This is an optimization exercise on Yosys and OpenROAD, whose aim is small area, not a production implementation.
Function was checked by simulation only, so behaviour that the tests miss may differ from the original.
Power and IR drop assume default switching activity.

## flow/flow/run.sh

```bash
#!/bin/bash
# Standard ORFS layout, with two changes: CTS adds no dummy loads, and the
# port buffers are the smallest buffer (buf_1). Full output in flow_make.log.
set -euo pipefail
export CTS_ARGS="-sink_clustering_enable -repair_clock_nets -dont_use_dummy_load -buf_list sky130_fd_sc_hd__clkbuf_8"
export BUFFER_PORTS_ARGS="-buffer_cell sky130_fd_sc_hd__buf_1"
bash standard.sh finish > flow_make.log 2>&1
```

## flow/standard.sh

```bash
#!/bin/bash
# synth_recipe.tcl (not shown) runs the flow's synth.tcl, then flattens the netlist and writes it again
# the make line also repeats each setting of config.mk as NAME=value (left out here)
make -C /OpenROAD-flow-scripts/flow DESIGN_CONFIG=/design/flow/config.mk WORK_HOME=/design/flow/orfs CLKGATE_MAP_FILE= SYNTH_SCRIPT=/design/flow/synth_recipe.tcl "${@:-finish}"
```

## flow/config.mk

```make
export PLATFORM = sky130hd
export DESIGN_NAME = my_chip
export DESIGN_NICKNAME = my_chip
export VERILOG_FILES = /design/flow/design.v
export SDC_FILE = /design/flow/constraint.sdc
export NUM_CORES = 4
export LEC_CHECK = 0
export CAP_MARGIN = 20
export CORE_MARGIN = 2
export CORE_UTILIZATION = 40
export CTS_BUF_LIST = sky130_fd_sc_hd__clkbuf_8
export SLEW_MARGIN = 20
```

## flow/constraint.sdc

```tcl
create_clock -name core_clock -period 10.0 [get_ports {clock}]
set_input_delay 2.0000 -clock core_clock [delete_from_list [all_inputs] [get_ports {clock}]]
set_output_delay 2.0000 -clock core_clock [all_outputs]
set_load 0.01 [all_outputs]
```

## flow/design.v

```verilog
`default_nettype none
module Synchronizer
  (input logic async,
   input logic clock,
   output logic sync);
  logic tmp1;
  always_ff @(posedge clock)
    tmp1 <= async;
  always_ff @(posedge clock)
    sync <= tmp1;
endmodule : Synchronizer
`default_nettype none
module DotTree (input logic [15:0] pp0, pp1,
                output logic [8:0] s);
    function automatic logic [1:0] fa(input logic a, b, c);
        fa = {(a & b) | (a & c) | (b & c), a ^ b ^ c};
    endfunction
    function automatic logic [1:0] ha(input logic a, b);
        ha = {a & b, a ^ b};
    endfunction
    logic d_s1, d_c1, d_s2, d_c2, d_s3, d_c3, d_s4, d_c4, d_s5, d_c5, d_s6, d_c6, d_s7, d_c7, d_s8, d_c8, d_s9, d_c9, d_s10, d_c10, d_s11, d_c11, d_s12, d_c12, d_s13, d_c13, d_s14, d_c14, d_s15, d_c15, d_s16, d_c16, d_s17, d_c17, d_s18, d_c18, d_s19, d_c19, d_s20, d_c20, d_s21, d_c21, d_s22, d_c22, d_s23, d_c23, d_s24, d_c24, d_s25, d_c25, d_s26, d_c26, d_s27, d_c27, d_s28, d_c28;
    assign {d_c1, d_s1} = ha(pp0[0], pp1[0]);
    assign {d_c2, d_s2} = fa(pp0[1], pp0[4], pp1[1]);
    assign {d_c3, d_s3} = fa(pp1[4], d_c1, d_s2);
    assign {d_c4, d_s4} = fa(pp0[2], pp0[5], pp0[8]);
    assign {d_c5, d_s5} = fa(pp1[2], pp1[5], pp1[8]);
    assign {d_c6, d_s6} = fa(d_c2, d_c3, d_s4);
    assign {d_c7, d_s7} = ha(d_s5, d_s6);
    assign {d_c8, d_s8} = fa(pp0[3], pp0[6], pp0[9]);
    assign {d_c9, d_s9} = fa(pp0[12], pp1[3], pp1[6]);
    assign {d_c10, d_s10} = fa(pp1[9], pp1[12], d_c4);
    assign {d_c11, d_s11} = fa(d_c5, d_c6, d_c7);
    assign {d_c12, d_s12} = fa(d_s8, d_s9, d_s10);
    assign {d_c13, d_s13} = ha(d_s11, d_s12);
    assign {d_c14, d_s14} = fa(pp0[7], pp0[10], pp0[13]);
    assign {d_c15, d_s15} = fa(pp1[7], pp1[10], pp1[13]);
    assign {d_c16, d_s16} = fa(d_c8, d_c9, d_c10);
    assign {d_c17, d_s17} = fa(d_c11, d_c12, d_c13);
    assign {d_c18, d_s18} = fa(d_s14, d_s15, d_s16);
    assign {d_c19, d_s19} = ha(d_s17, d_s18);
    assign {d_c20, d_s20} = fa(pp0[11], pp0[14], pp1[11]);
    assign {d_c21, d_s21} = fa(pp1[14], d_c14, d_c15);
    assign {d_c22, d_s22} = fa(d_c16, d_c17, d_c18);
    assign {d_c23, d_s23} = fa(d_c19, d_s20, d_s21);
    assign {d_c24, d_s24} = ha(d_s22, d_s23);
    assign {d_c25, d_s25} = fa(pp0[15], pp1[15], d_c20);
    assign {d_c26, d_s26} = fa(d_c21, d_c22, d_c23);
    assign {d_c27, d_s27} = fa(d_c24, d_s25, d_s26);
    assign {d_c28, d_s28} = fa(d_c25, d_c26, d_c27);
    assign s = {d_c28, d_s28, d_s27, d_s24, d_s19, d_s13, d_s7, d_s3, d_s1};
endmodule : DotTree
module SumAdd (input logic [8:0] s, sp, input logic cin,
               output logic [9:0] c);
    function automatic logic [1:0] fa(input logic a, b, c);
        fa = {(a & b) | (a & c) | (b & c), a ^ b ^ c};
    endfunction
    function automatic logic [1:0] ha(input logic a, b);
        ha = {a & b, a ^ b};
    endfunction
    logic e_s1, e_c1, e_s2, e_c2, e_s3, e_c3, e_s4, e_c4, e_s5, e_c5, e_s6, e_c6, e_s7, e_c7, e_s8, e_c8, e_s9, e_c9;
    assign {e_c1, e_s1} = fa(cin, s[0], sp[0]);
    assign {e_c2, e_s2} = fa(s[1], sp[1], e_c1);
    assign {e_c3, e_s3} = fa(s[2], sp[2], e_c2);
    assign {e_c4, e_s4} = fa(s[3], sp[3], e_c3);
    assign {e_c5, e_s5} = fa(s[4], sp[4], e_c4);
    assign {e_c6, e_s6} = fa(s[5], sp[5], e_c5);
    assign {e_c7, e_s7} = fa(s[6], sp[6], e_c6);
    assign {e_c8, e_s8} = fa(s[7], sp[7], e_c7);
    assign {e_c9, e_s9} = fa(s[8], sp[8], e_c8);
    assign c = {e_c9, e_s9, e_s8, e_s7, e_s6, e_s5, e_s4, e_s3, e_s2, e_s1};
endmodule : SumAdd
`default_nettype none
module my_chip (
    input logic [11:0] io_in,  
    output logic [11:0] io_out,  
    input logic clock,
    input logic reset  
);
    function automatic logic [4:0] inc5(input logic [4:0] x, input logic cin);
        logic c;
        c = cin;
        for (int b = 0; b < 5; b++) begin
            inc5[b] = x[b] ^ c;
            c = x[b] & c;
        end
    endfunction
    logic [11:0] in_s;
    logic rst;
    genvar g;
    generate
        for (g = 0; g < 12; g = g + 1) begin : sync
            Synchronizer s(.async(io_in[g]), .clock(clock), .sync(in_s[g]));
        end
    endgenerate
    Synchronizer sync_rst(.async(reset), .clock(clock), .sync(rst));
    wire [7:0] din   = in_s[7:0];
    wire       enter = in_s[8];
    wire       sw    = in_s[9];
    wire [1:0] opin  = in_s[11:10];
    logic en_d, pe_d, sw_d;
    wire pe = enter & ~en_d;
    wire ps = sw & ~sw_d;
    always_ff @(posedge clock) begin
        en_d <= enter;
        pe_d <= pe;
        sw_d <= sw;
    end
    logic ph;
    always_ff @(posedge clock)
        if (rst) ph <= 1'b0;
        else     ph <= ~ph;
    logic [4:0] pc;
    logic [1:0] op;
    always_ff @(posedge clock)
        if (rst) pc <= 5'd0;
        else pc <= inc5(pc, pe_d & ~pc[4] | pc[4] & ~pc[1]);
    always_ff @(posedge clock)
        if (pe_d & (pc == 5'd15)) op <= opin;
    wire       full = pc[4];
    wire [2:0] wring = pc[3] ? {1'b1, pc[1], pc[0]} : {1'b0, pc[2], pc[1]};
    wire       wslot = pc[3] ? pc[2] : pc[0];
    wire       wgo   = (pe | pe_d) & ~full & (ph ^ wslot);
    logic [63:0] P0, P1;
    generate
        for (g = 0; g < 8; g = g + 1) begin : ring
            always_ff @(posedge clock) begin
                P1[8*g+7:8*g] <= P0[8*g+7:8*g];
                P0[8*g+7:8*g] <= (wgo && wring == g) ? din : P1[8*g+7:8*g];
            end
        end
    endgenerate
    wire  err = full & (op == 2'b01);
    wire  fin = pc[4] & pc[1] & ~(op == 2'b01);
    logic [4:0] n;
    wire  [4:0] np = inc5(n, fin);
    always_ff @(posedge clock)
        if (rst) n <= 5'd0;
        else if (ps) n <= np;
    wire [1:0] i = np[4:3];
    wire [1:0] j = np[2:1];
    logic [3:0] X0, X1, Y0, Y1;
    always_comb begin
        case (i)
            2'd0: {X0, X1} = P0[7:0];
            2'd1: {X0, X1} = P0[15:8];
            2'd2: {X0, X1} = P0[23:16];
            default: {X0, X1} = P0[31:24];
        endcase
        case (j)
            2'd0: begin Y0 = P0[39:36]; Y1 = P0[55:52]; end
            2'd1: begin Y0 = P0[35:32]; Y1 = P0[51:48]; end
            2'd2: begin Y0 = P0[47:44]; Y1 = P0[63:60]; end
            default: begin Y0 = P0[43:40]; Y1 = P0[59:56]; end
        endcase
    end
    wire mul = ~op[1];
    wire sub = op[1] & op[0];
    wire [3:0] aval = (ph == j[1]) ? (j[0] ? X1 : X0) : 4'd0;
    wire [3:0] bval = (ph == i[1]) ? ((i[0] ? Y1 : Y0) ^ {4{sub}}) : 4'd0;
    logic [15:0] pp0, pp1;    
    always_comb
        for (int a = 0; a < 4; a++)
            for (int b = 0; b < 4; b++) begin
                pp0[4*a+b] = mul & X0[a] & Y0[b];
                pp1[4*a+b] = mul & X1[a] & Y1[b];
                if (b == 0) pp0[4*a+b] = mul ? X0[a] & Y0[b] : aval[a];
                if (a == 0) pp1[4*a+b] = mul ? X1[a] & Y1[b] : bval[b];
            end
    logic [8:0] S, Sp;
    DotTree dot(.pp0(pp0), .pp1(pp1), .s(S));
    always_ff @(posedge clock)
        Sp <= S;
    logic [9:0] C;
    SumAdd sum(.s(S), .sp(Sp), .cin(sub), .c(C));
    wire [9:0] Cf = {C[9:5], C[4] ^ sub, C[3:0]};
    logic [4:0] R;
    always_ff @(posedge clock)
        if (~fin | ps)
            R <= np[0] ? Cf[4:0] : Cf[9:5];
    assign io_out[4:0]  = R;
    assign io_out[5]    = fin;
    assign io_out[6]    = err;
    assign io_out[10:7] = n[4:1];
    assign io_out[11]   = 1'b0;
endmodule
```

==> results of run 1 <==
## placed cells by master, fill, tap and decap left out, types with 4 or more instances in the layout
cell type | Yosys | routed
a21oi_1 | 4 | 4
and2_1 | 6 | 6
buf_1 | 0 | 24
clkbuf_8 | 0 | 17
dfxtp_1 | 177 | 177
edfxtp_1 | 7 | 7
fa_1 | 31 | 31
ha_1 | 14 | 14
inv_1 | 33 | 33
mux2_2 | 73 | 73
mux2i_1 | 23 | 23
mux4_2 | 10 | 10
nand2_1 | 22 | 22
nand2b_1 | 5 | 5
nor2_1 | 19 | 19
nor2b_1 | 8 | 8
xnor2_1 | 13 | 13
## power by group through the flow
stage	Sequential, W	Combinational [W]	Clock (W)
after floorplan	0.000812	0.0000663	0
final	0.000806	0.0000828	0.000363
after CTS	0.000807	0.0000843	0.000381
after global routing	0.000811	0.0000937	0.000406
after global placement	0.000822	0.0000819	0
after detailed placement	0.000823	0.0000833	0
## layer usage
layer  global-route usage (%)  share of wire (%)  vias to the layer above
met5                        0                  0                        -
met3                     4.08                2.7                       16
li1                         -                  -                     1701
met1                     18.9                 48                     1777
met4                     5.26                1.9                        0
met2                     24.5                 48                       41
## critical path, delay by kind of cell, from the launching register on
kind / cells / cell delay (ns)
xor gates and xnor gates: 1 / 0.45
muxes: 2 / 0.95
AOI/OAI and AO/OA: 1 / 0.23
DFF: 1 / 0.62
and+or+nand+nor: 2 / 0.49
adders and majority gates: 17 / 5.71
buffers and inverters: 7 / 0.41
## state kept, by name, summed over array words and instances (netlist names)
name           count
P1                64
n                  5
R                  5
sync_rst.sync      1
sync.s.tmp1       12
op                 2
P0                64
en_d               1
sync.s.sync       12
ph                 1
pc                 5
sw_d               1
Sp                 9
sync_rst.tmp1      1
pe_d               1
## cell families (layout without fill, tap and decap cells)
group,Yosys count,in the layout
DFF,184,184
muxes,107,107
and+or+nand+nor,77,77
buffers and inverters,53,77
adders and majority gates,45,45
AOI/OAI and AO/OA,18,18
xor gates and xnor gates,17,17
other,1,1
## cell type report
type | instances | share of cell area (%)
clock buffers | 17 | 3.20
inverters | 33 | 1.69
multi-input cells | 265 | 38.4
flip-flops and latches | 184 | 51.4
well taps | 220 | 3.77
repair buffers | 27 | 1.54
## through the flow
| step | hold slack [ns] | setup WS (ns) | instance area [sq um] | util (%) |
|---|---|---|---|---|
| 5_1_grt | 0.328 | 0.416 | 7310 | 44.1 |
| 2_1_floorplan | 0.310 | 1.52 | 6800 | - |
| 3_3_place_gp | 0.310 | 1.04 | 7080 | 42.7 |
| 3_5_place_dp | 0.312 | 0.867 | 7080 | 42.7 |
| 6_report | 0.322 | 0.899 | 7310 | 44.1 |
| 4_1_cts | 0.324 | 0.854 | 7310 | 44.1 |
## how the worst min path moves through the flow
stage                         startpoint              to  slack (ns)  depth (start not counted)
after global routing              P0[58]          P1[58]        0.33                          0
after global placement    sync[5].s.tmp1  sync[5].s.sync        0.31                          0
after CTS                         P0[58]          P1[58]        0.32                          0
after detailed placement  sync[2].s.tmp1  sync[2].s.sync        0.31                          0
final                             P0[58]          P1[58]        0.32                          0
after floorplan           sync[0].s.tmp1  sync[0].s.sync        0.31                          0
==> flow_summary.toml, run 1 <==
[status]
status = "finished clean"

[routing]
wl_um = 12300
drtAntennaViolNets = 0
vias_per_cell = 4.74
first_pass_iters = 4
avgRoutedWirePerCell_um = 16.4
drtIter0Drc = 141
vias = 3535
drc_errors = 0

[logic_synthesis]
synth_fa_ha_area_share_pct = 11.7
synth_cell_types = 44
synth_mux_area_share_pct = 19.2
synth_commonest_cells = "dfxtp_1 (177), mux2_2 (73), inv_1 (33)"
netlist.area_leader.share_pct = 52.1
synth_area_per_cell_sq_um = 13.6
synth_compound_area_share_pct = 1.77
syn-num-nets = 561
ys_ff_latch = 184
seq_area_frac_synth_pct = 55.2
synth_ff_type = "dfxtp_1"
yosys-top-cells-area = "dfxtp_1 (52%), mux2_2 (12%), fa_1 (9.1%), mux2i_1 (3.4%), mux4_2 (3.3%)"
postSynthCellCount = 502
synth_top_cell_by_area = "dfxtp_1"
synth_top_family_by_area = "multiplexers"
synth.most_common_cell = "dfxtp_1"
synthXorXnorAreaFrac_pct = 2.30
synth_edf_count = 7
synthesis.area_sq_um = 6800
async_flop_share_pct = 0
synthSimpleGateAreaFrac_pct = 6.33
yosysWarnings = 4

[clocking]
cts_setup_buffers = 0
clkSlewWorstSetupHoldPaths_ns = 0.10
clockBufferDepth = 2
clock_latency_ns = 0.45
cts.repair.resized = 0
cts_tree = "yes"
cts.sinks = 184
cts_root_buffer = "clkbuf_8"
numCtsBuffers = 17
htree_levels = 4
cts_hold_buf = 0

[global_routing]
grt_max_degree = 18
grt_pass1_vias = 3827
antenna_found_initial = 0
grtUsageTotal_pct = 14.9
grt_pass1_wl_um = 20200
grt_overflow = 0

[cells_and_area]
final_cells = 746
drive_gt1_share_pct = 21.7
syn_to_final_growth_pct = 7.43
n_antenna_cell = 0
seq_area_sq_um = 3750
fill_cells = 1580
nets = 587
multiInputGateArea_sq_um = 2810

[setup_path]
r2r_cells = 30
crit_type = "reg2reg"
slowest_stage = "mux4_1"
crit_top_cell = "fa_1"
cp_max_fo = 16
end_kind = "register"
cp-start-kind = "register"
r2r-start = "op[1]"
cp.required_ns = 10.18
critPathLaunch = "op[1]"
r2r-end = "R[2]"
arrival_ns = 9.28
r2r_slack_ns = 0.90
max_stage_delay_ns = 0.68
crit_end = "R[2]"

[pwr]
p_per_area_nw_per_um2 = 171
p_seq_share_pct = 64.4
p_int_w = 0.000978
irDropWorstVdd_mv = 0.0874
power_switching_w = 0.000274
p_clk_share_pct = 29.0
p_leak_nw = 2.92
switching_share_pct = 21.9
report.power.total_w = 0.00125
combinationalPowerShare_pct = 6.6

[die]
row_count = 47
die_h_um = 134
fp.dieArea_sq_um = 18100
initial_core_util_pct = 41.0
io_pins = 26
die_w_um = 134
core_area_sq_um = 16600

[sta]
finalHoldViolCount = 0
slew_viol_final = 0
setup_tns_ns = 0
setup_viol_count_final = 0
rsz0062_at_grt = "no"
worst_pin_slew_ns = 0.817
finalCritPeriodShare_pct = 91.0
max_freq_mhz = 110
post-route-min-period_ns = 9.10
relSlewSlack_pct = 45.1
fin_skew_ns = 0.0309

[placement]
globalplace.congestion = 0.858
dpl.cell_count = 729
hpwl_um = 9250
portBuffers = 24

[worst_hold_path]
hp-class = "reg2reg"

[flow_run]
maxCapViolations = 0
==> run 2: changes to the inputs <==
--- a/flow/config.mk
+++ b/flow/config.mk
@@ -9,4 +9,4 @@
 export CORE_MARGIN = 2
-export CORE_UTILIZATION = 40
-export CTS_BUF_LIST = sky130_fd_sc_hd__clkbuf_8
+export CORE_UTILIZATION = 65
+export PLACE_DENSITY = 0.75
 export SLEW_MARGIN = 20
==> run 2 against run 1 <==
First-iteration DRC count grew 21%. Clock power hardly changed. Wire length fell by 2.6%. Core utilization grew 26 points. Largest power group unchanged. Area after synthesis stayed put. Synthesized cell count unchanged. Setup slack improved by 0.032 ns. Critical endpoint unchanged.
==> flow_summary.toml, run 2 <==
[setup_path]
arrival_ns = 9.25
slowest_stage = "ha_1"
cp-start-kind = "register"
cp_max_fo = 16
max_stage_delay_ns = 0.71
crit_top_cell = "fa_1"
crit_type = "reg2reg"
cp.required_ns = 10.18
end_kind = "register"

[clocking]
cts.sinks = 184
clkSlewWorstSetupHoldPaths_ns = 0.09
cts_setup_buffers = 0
clock_latency_ns = 0.44
cts_root_buffer = "clkbuf_8"
cts_tree = "yes"
clockBufferDepth = 2
cts_hold_buf = 0
cts.repair.resized = 0
htree_levels = 4
numCtsBuffers = 17

[logic_synthesis]
syn-num-nets = 561
synth_top_family_by_area = "multiplexers"
postSynthCellCount = 502
async_flop_share_pct = 0
netlist.area_leader.share_pct = 52.1
synthXorXnorAreaFrac_pct = 2.30
ys_ff_latch = 184
synth_ff_type = "dfxtp_1"
synth.most_common_cell = "dfxtp_1"
yosys-top-cells-area = "dfxtp_1 (52%), mux2_2 (12%), fa_1 (9.1%), mux2i_1 (3.4%), mux4_2 (3.3%)"
seq_area_frac_synth_pct = 55.2
synthSimpleGateAreaFrac_pct = 6.33
synth_fa_ha_area_share_pct = 11.7
synthesis.area_sq_um = 6800
synth_compound_area_share_pct = 1.77
synth_mux_area_share_pct = 19.2
synth_cell_types = 44
synth_edf_count = 7
synth_area_per_cell_sq_um = 13.6
yosysWarnings = 4
synth_top_cell_by_area = "dfxtp_1"
synth_commonest_cells = "dfxtp_1 (177), mux2_2 (73), inv_1 (33)"

[cells_and_area]
syn_to_final_growth_pct = 5.99
layout_common_cells = "dfxtp_1 (177), mux2_2 (73), inv_1 (33)"
nets = 588
final_common_cell = "dfxtp_1"
drive_gt1_share_pct = 21.8
n_antenna_cell = 0
largestRegisters = "P0: 64 flops, P1: 64 flops"

[flow_run]
maxCapViolations = 0

[global_routing]
antenna_found_initial = 0
grt_max_degree = 18
grt_pass1_vias = 3736
grt_overflow = 0
grtUsageTotal_pct = 23.4
grt_pass1_wl_um = 19500

[die]
io_pins = 26
die_h_um = 106
initial_core_util_pct = 66.5
row_count = 37
fp.dieArea_sq_um = 11300
core_area_sq_um = 10200
die_w_um = 106

[sta]
finalCritPeriodShare_pct = 90.7
setup_tns_ns = 0
fin_skew_ns = 0.0263
setup_viol_count_final = 0
slew_viol_final = 0
rsz0062_at_grt = "no"
post-route-min-period_ns = 9.07
max_freq_mhz = 110
relSlewSlack_pct = 46.4
finalHoldViolCount = 0
whs_ns = 0.321
worst_pin_slew_ns = 0.799

[placement]
portBuffers = 24
hpwl_um = 8880
globalplace.congestion = 0.927

[pwr]
p_per_area_nw_per_um2 = 173
p_leak_nw = 2.93
irDropWorstVdd_mv = 0.162
report.power.total_w = 0.00125

[routing]
avgRoutedWirePerCell_um = 18.0
first_pass_iters = 6
drtAntennaViolNets = 0
drc_errors = 0
vias = 3557
vias_per_cell = 5.37
drtIter0Drc = 170
wl_um = 11900

[status]
status = "finished clean"

[worst_hold_path]
hp-class = "reg2reg"
run 2: cell types whose count changed in the layout (fill, tap and decap cells not counted):
cell   previous run  this run
buf_4             3         4
run 2: metal layers:
layer / share of wire (%) / global-route usage (%) / wire length [um] / vias to the layer above
met5: 0 / 0 / 0 / -
met3: 3.8 / 5.76 / 456 / 13
met2: 48 / 36.7 / 5740 / 79
met1: 46 / 32.0 / 5550 / 1753
li1: - / - / - / 1712
met4: 1.6 / 8.27 / 189 / 0
run 2: power by group:
group / internal (W) / leakage, nW / switching, W
sequential: 0.000783 / 1.53 / 0.0000231
clock: 0.000150 / 0.122 / 0.000211
combinational: 0.0000451 / 1.27 / 0.0000376
total: 0.000978 / 2.93 / 0.000272
run 2: worst paths after layout:
kind,start,endpoint,slack (ns),cells after the start
setup reg to reg,op[1],R[2],0.93,30
setup / recovery,op[1],R[2],0.93,30
hold / removal,sync[4].s.tmp1,sync[4].s.sync,0.32,0
hold reg to reg,sync[4].s.tmp1,sync[4].s.sync,0.32,0
run 2: kinds of logic after synthesis:
| group | count (synthesis) |
|---|---|
| xor gates and xnor gates | 17 |
| other | 1 |
| and+or+nand+nor | 77 |
| AOI/OAI and AO/OA | 18 |
| buffers and inverters | 53 |
| DFF | 184 |
| adders and majority gates | 45 |
| muxes | 107 |
run 2: area by class of cell:
type                            count  area [sq um]
Sequential cell                   184          3750
Fill cell                         744          3020
Multi-Input combinational cell    265          2810
Clock buffer                       17           234
Tap cell                          136           170
Inverter                           33           124
Timing Repair Buffer               28           120
run 2: critical path: cells and delay by family (launching register included):
kind | cells | cell delay (ns)
adders and majority gates | 16 | 6.01
muxes | 3 | 0.88
DFF | 1 | 0.63
and+or+nand+nor | 2 | 0.50
buffers and inverters | 7 | 0.42
AOI/OAI and AO/OA | 1 | 0.20
xor gates and xnor gates | 1 | 0.18
run 2: stage by stage:
step / cells / setup WS [ns] / utilization [%] / cell area [sq um]
floorplan: 502 / 1.52 / - / 6800
global placement: 646 / 1.11 / 68.2 / 6980
detailed placement: 646 / 0.850 / 68.2 / 6980
CTS: 663 / 0.825 / 70.5 / 7210
global route: 663 / 0.442 / 70.5 / 7210
finish: 663 / 0.931 / 70.5 / 7210
==> run 3: changes to the inputs <==
--- a/flow/flow/run.sh
+++ b/flow/flow/run.sh
@@ -4,3 +4,3 @@
 set -euo pipefail
-export CTS_ARGS="-sink_clustering_enable -repair_clock_nets -dont_use_dummy_load -buf_list sky130_fd_sc_hd__clkbuf_8"
+export CTS_ARGS="-sink_clustering_enable -repair_clock_nets -dont_use_dummy_load -buf_list sky130_fd_sc_hd__clkbuf_8 -sink_clustering_size 30 -sink_clustering_max_diameter 100"
 export BUFFER_PORTS_ARGS="-buffer_cell sky130_fd_sc_hd__buf_1"
--- a/flow/config.mk
+++ b/flow/config.mk
@@ -9,4 +9,4 @@
 export CORE_MARGIN = 2
-export CORE_UTILIZATION = 65
-export PLACE_DENSITY = 0.75
+export CORE_UTILIZATION = 40
+export CTS_BUF_LIST = sky130_fd_sc_hd__clkbuf_8
 export SLEW_MARGIN = 20
==> run 3 against run 2 <==
Still clean on timing, DRC and antenna. Global-route usage down 8.5 points. First-iteration DRC count down 17%. Die area up 60%. Wire length up 2.7%. Largest cell class unchanged.
==> flow_summary.toml, run 3 <==
[status]
status = "finished clean"

[sta]
rsz0062_at_grt = "no"
setup_viol_count_final = 0
worst_pin_slew_ns = 0.817
max_freq_mhz = 110
post-route-min-period_ns = 9.10
setup_tns_ns = 0
fin_skew_ns = 0.0309
finalCritPeriodShare_pct = 91.0
whs_ns = 0.322
relSlewSlack_pct = 45.1
finalHoldViolCount = 0
slew_viol_final = 0

[clocking]
cts_hold_buf = 0
cts.repair.resized = 0
cts_tree = "yes"
numCtsBuffers = 17
cts.sinks = 184
clockBufferDepth = 2
htree_levels = 4
cts_root_buffer = "clkbuf_8"
clkSlewWorstSetupHoldPaths_ns = 0.10
clock_latency_ns = 0.45
cts_setup_buffers = 0

[global_routing]
grtUsageTotal_pct = 14.9
grt_pass1_vias = 3827
antenna_found_initial = 0
grt_overflow = 0
grt_max_degree = 18
grt_pass1_wl_um = 20200

[die]
die_h_um = 134
row_count = 47
io_pins = 26
core_area_sq_um = 16600
die_w_um = 134
initial_core_util_pct = 41.0
fp.dieArea_sq_um = 18100

[routing]
drtAntennaViolNets = 0
first_pass_iters = 4
vias_per_cell = 4.74
wl_um = 12300
vias = 3535
avgRoutedWirePerCell_um = 16.4
drc_errors = 0
drtIter0Drc = 141

[logic_synthesis]
synth_commonest_cells = "dfxtp_1 (177), mux2_2 (73), inv_1 (33)"
synth_area_per_cell_sq_um = 13.6
synth_edf_count = 7
ys_ff_latch = 184
synthesis.area_sq_um = 6800
synth_top_cell_by_area = "dfxtp_1"
async_flop_share_pct = 0
yosys-top-cells-area = "dfxtp_1 (52%), mux2_2 (12%), fa_1 (9.1%), mux2i_1 (3.4%), mux4_2 (3.3%)"
yosysWarnings = 4
postSynthCellCount = 502
netlist.area_leader.share_pct = 52.1
seq_area_frac_synth_pct = 55.2
synth_cell_types = 44
synth.most_common_cell = "dfxtp_1"
synth_ff_type = "dfxtp_1"
syn-num-nets = 561

[setup_path]
end_kind = "register"
r2r_cells = 30
r2r-end = "R[2]"
r2r_slack_ns = 0.90
arrival_ns = 9.28
crit_type = "reg2reg"
max_stage_delay_ns = 0.68
cp-start-kind = "register"
cp.required_ns = 10.18
crit_top_cell = "fa_1"
slowest_stage = "mux4_1"
cp_max_fo = 16
r2r-start = "op[1]"

[worst_hold_path]
hp-start = "P0[58]"
hp-class = "reg2reg"
whs_path_depth = 0
holdPathEnd = "P1[58]"

[cells_and_area]
final_util_pct = 44.1
nets = 587
final_common_cell = "dfxtp_1"
drive_gt1_share_pct = 21.7
layout_common_cells = "dfxtp_1 (177), mux2_2 (73), inv_1 (33)"
final_cells = 746
fill_cells = 1580
largestRegisters = "P0: 64 flops, P1: 64 flops"
syn_to_final_growth_pct = 7.43
n_antenna_cell = 0

[flow_run]
maxCapViolations = 0

[pwr]
irDropWorstVdd_mv = 0.0874
report.power.total_w = 0.00125
p_per_area_nw_per_um2 = 171
p_leak_nw = 2.92

[placement]
dpl.cell_count = 729
portBuffers = 24
globalplace.congestion = 0.858
hpwl_um = 9250
## run 3: kinds of logic after synthesis
group                    after synthesis  share of synthesized area, %
buffers and inverters                 53                          3.53
flip-flops                           184                          55.2
adder cells (fa/ha/maj)               45                          11.7
AND/OR/NAND/NOR                       77                          6.33
XOR/XNOR                              17                          2.30
other                                  1                        0.0551
multiplexers                         107                          19.2
AO/OA/AOI/OAI                         18                          1.77
## run 3: worst max path at each step
stage,startpoint,end,slack (ns),depth (start not counted)
global placement,op[1],R[2],1.04,30
floorplan,op[0],R[2],1.52,31
detailed placement,op[1],R[2],0.87,30
finish,op[1],R[2],0.90,30
CTS,op[1],R[2],0.85,30
global route,op[1],R[3],0.42,32
## run 3: critical path: cells and delay by family, from the launching register on
family          cells  cell delay, ns
simple gates        2            0.49
flops               1            0.62
mux                 2            0.95
compound gates      1            0.23
buf+inv             7            0.41
fa+ha+maj          17            5.71
xor+xnor            1            0.45
## run 3: layout make-up
| class | count | area, sq um | share of cell area (%) |
|---|---|---|---|
| Sequential cell | 184 | 3750 | 51.4 |
| Multi-Input combinational cell | 265 | 2810 | 38.4 |
| Tap cell | 220 | 275 | 3.77 |
| Clock buffer | 17 | 234 | 3.20 |
| Inverter | 33 | 124 | 1.69 |
| Timing Repair Buffer | 27 | 113 | 1.54 |
## run 3: through the flow
stage | cell area [sq um] | setup WS [ns]
after global routing | 7310 | 0.416
after CTS | 7310 | 0.854
final | 7310 | 0.899
after floorplan | 6800 | 1.52
after detailed placement | 7080 | 0.867
after global placement | 7080 | 1.04
## run 3: power breakdown
group | leakage (nW) | internal [W] | switching, W | total, W
Sequential | 1.53 | 0.000783 | 0.0000231 | 0.000806
Combinational | 1.27 | 0.0000446 | 0.0000382 | 0.0000828
Clock | 0.122 | 0.000151 | 0.000213 | 0.000363
Total | 2.92 | 0.000978 | 0.000274 | 0.00125
## run 3: metal layers
metal | track usage [%] | vias up | wire (um)
met5 | 0 | - | 0
met4 | 5.26 | 0 | 238
met3 | 4.08 | 16 | 333
met2 | 24.5 | 41 | 5840
met1 | 18.9 | 1777 | 5840
li1 | - | 1701 | -
==> run 4: changes to the inputs <==
==> flow/run.sh (new file) <==
#!/bin/bash
# synth_recipe.tcl (not shown) runs the flow's synth.tcl, then flattens the netlist and writes it again
# the make line also repeats each setting of config.mk as NAME=value (left out here)
make -C /OpenROAD-flow-scripts/flow DESIGN_CONFIG=/design/flow/config.mk WORK_HOME=/design/flow/orfs CLKGATE_MAP_FILE= SYNTH_SCRIPT=/design/flow/synth_recipe.tcl finish
removed: flow/flow/run.sh
removed: flow/standard.sh
==> run 4 against run 3 <==
Non-clock buffer count increased by 1. Design area grew 4.9%. Clock skew is 0.0060 ns lower. Register-to-register slack better by 0.06 ns. Die area stayed put. Flip-flop and latch count unchanged. Combinational power grew 5.2%. Sequential share of layout area is 2.4 points lower. Fmax up 0.72%. Sequential power hardly changed.
==> flow_summary.toml, run 4 <==
[global_routing]
met2_usage_pct = 26.0
grt_pass1_wl_um = 21000
grtUsageTotal_pct = 15.7
antenna_found_initial = 0
grt.busiest_layer = "met2"
grt_overflow = 0
grt_pass1_vias = 3868
grt_max_degree = 18
use_met3_pct = 4.61
met1_usage_pct = 19.2

[setup_path]
max_stage_delay_ns = 0.71
cp-start-kind = "register"
cp.required_ns = 10.23
arrival_ns = 9.26
r2r_slack_ns = 0.96
slowest_stage = "ha_1"
crit_type = "reg2reg"
end_kind = "register"
crit_top_cell = "fa_1"
cp_max_fo = 16

[die]
initial_core_util_pct = 41.0
io_pins = 26
die_w_um = 134
fp.dieArea_sq_um = 18100
die_h_um = 134
core_area_sq_um = 16600
row_count = 47

[sta]
worst_pin_slew_ns = 0.751
max_freq_mhz = 111
post-route-min-period_ns = 9.04
rsz0062_at_grt = "no"
finalCritPeriodShare_pct = 90.4
setup_tns_ns = 0
relSlewSlack_pct = 49.6
setup_viol_count_final = 0
whs_ns = 0.333
slew_viol_final = 0
fin_ws_ns = 0.964
fin_skew_ns = 0.0249
finalHoldViolCount = 0

[logic_synthesis]
synth_top_cell_by_area = "dfxtp_1"
synth.most_common_cell = "dfxtp_1"
async_flop_share_pct = 0
netlist.area_leader.share_pct = 52.1
synthesis.area_sq_um = 6800
syn-num-nets = 561
postSynthCellCount = 502
synthSimpleGateAreaFrac_pct = 6.33
synth_compound_area_share_pct = 1.77
synth_area_per_cell_sq_um = 13.6
synthXorXnorAreaFrac_pct = 2.30
synth_edf_count = 7
ys_ff_latch = 184
synth_ff_type = "dfxtp_1"
yosysWarnings = 4
synth_cell_types = 44
seq_area_frac_synth_pct = 55.2
synth_commonest_cells = "dfxtp_1 (177), mux2_2 (73), inv_1 (33)"
yosys-top-cells-area = "dfxtp_1 (52%), mux2_2 (12%), fa_1 (9.1%), mux2i_1 (3.4%), mux4_2 (3.3%)"
synth_top_family_by_area = "multiplexers"
synth_mux_area_share_pct = 19.2
synth_fa_ha_area_share_pct = 11.7

[routing]
first_pass_iters = 4
drtAntennaViolNets = 0
drtIter0Drc = 151
drc_errors = 0
wl_um = 12800
avgRoutedWirePerCell_um = 16.8
vias_per_cell = 4.70
vias = 3575

[pwr]
p_clk_share_pct = 37.5
report.power.total_w = 0.00143
combinationalPowerShare_pct = 6.1
p_leak_nw = 3.08
p_int_w = 0.00109
irDropWorstVdd_mv = 0.105
switching_share_pct = 23.7
p_per_area_nw_per_um2 = 186
power_switching_w = 0.000338
p_seq_share_pct = 56.4

[worst_hold_path]
hp-class = "reg2reg"

[placement]
dp_slack_ns = 0.914
dpl_cell_area_sq_um = 7230
portBuffers = 24
globalplace.congestion = 0.851
hpwl_um = 9410

[cells_and_area]
largestRegisters = "P0: 64 flops, P1: 64 flops"
design_area_sq_um = 7670
layout_common_cells = "dfxtp_1 (177), mux2_2 (73), inv_1 (33)"
fill_cells = 1509
syn_to_final_growth_pct = 12.7
n_antenna_cell = 0
multiInputGateArea_sq_um = 2810
nets = 588
seq_area_sq_um = 3750
drive_gt1_share_pct = 23.8
final_common_cell = "dfxtp_1"

[clocking]
cts_root_buffer = "clkbuf_8"
numCtsBuffers = 17
clock_latency_ns = 0.48
cts.repair.resized = 0
htree_levels = 4
cts.sinks = 184
clkSlewWorstSetupHoldPaths_ns = 0.09
clockBufferDepth = 2
cts_setup_buffers = 0
cts_hold_buf = 0
cts_tree = "yes"

[flow_run]
maxCapViolations = 0

[status]
status = "finished clean"
run 4: cell counts after synthesis:
Identical to the previous run, type by type.
run 4: power by group through the flow:
stage / Sequential, W / Combinational (W) / Clock [W]
2_1_floorplan: 0.000812 / 0.0000663 / 0
3_3_place_gp: 0.000822 / 0.0000839 / 0
3_5_place_dp: 0.000823 / 0.0000879 / 0
4_1_cts: 0.000807 / 0.0000888 / 0.000547
5_1_grt: 0.000812 / 0.0000978 / 0.000580
6_report: 0.000806 / 0.0000871 / 0.000536
run 4: layout make-up:
class	instances	share of cell area, %
tap	220	3.59
multi-input combinational	265	36.7
inverter	33	1.62
clock buffer	18	3.23
timing repair buffer	28	3.53
sequential	184	49.0
clock inverter	13	2.42
run 4: cells by family after synthesis:
| group | Yosys count |
|---|---|
| AO/OA/AOI/OAI | 18 |
| XOR/XNOR | 17 |
| adder cells (fa/ha/maj) | 45 |
| buffers and inverters | 53 |
| flip-flops | 184 |
| multiplexers | 107 |
| other | 1 |
| AND/OR/NAND/NOR | 77 |
run 4: path summary, 6_finish.rpt:
kind / start / endpoint / cells after the start
worst max-delay path: op[1] / R[2] / 30
worst min-delay path: sync[11].s.tmp1 / sync[11].s.sync / 0
worst max register to register: op[1] / R[2] / 30
worst min register to register: sync[11].s.tmp1 / sync[11].s.sync / 0
run 4: stage by stage:
step / utilization [%] / cells
after floorplan: - / 502
after global placement: 43.6 / 730
after detailed placement: 43.6 / 730
after CTS: 46.2 / 761
after global routing: 46.2 / 761
final: 46.2 / 761
run 4: metal layers:
layer	routed length [um]	vias to the layer above
li1	-	1725
met3	405	22
met4	380	0
met2	6100	55
met1	5920	1773
met5	0	-
run 4: critical path: cells and delay by family, from the launching register on:
family,cells,cell delay [ns]
buffers and inverters,7,0.40
multiplexers,3,0.72
adder cells (fa/ha/maj),17,6.19
AND/OR/NAND/NOR,3,0.84
flip-flops,1,0.63

separate check: timing with driven ports:
In the flow no input, the clock included, has a driving cell. The finished layouts below were timed again as built, in two steps. Step 1 sets driving cells, clkbuf_16 on the clock port and buf_2 on the other inputs (assumed; they add their load-dependent delay and slew). Step 2 moves the port delays by t, midway between the first and last clock arrival at a register: inputs arrive t later, outputs are due t later. That takes back most of the time a late clock gives input paths. a / b / c = ideal / step 1 / step 2; a / b = the first two.
run | shift t [ns] | setup slack, ns | worst register clock-pin slew, ns | worst data-port slew with drivers (ns)
run 1 | 0.471 | 0.899 / 0.899 / 0.899 | 0.10 / 0.10 | 0.03
run 2 | 0.464 | 0.931 / 0.931 / 0.931 | 0.09 / 0.09 | 0.03
run 3 | 0.471 | 0.899 / 0.899 / 0.899 | 0.10 / 0.10 | 0.03
run 4 | 0.508 | 0.964 / 0.964 / 0.964 | 0.11 / 0.11 | 0.03
After both steps setup and hold are still met in every run listed.
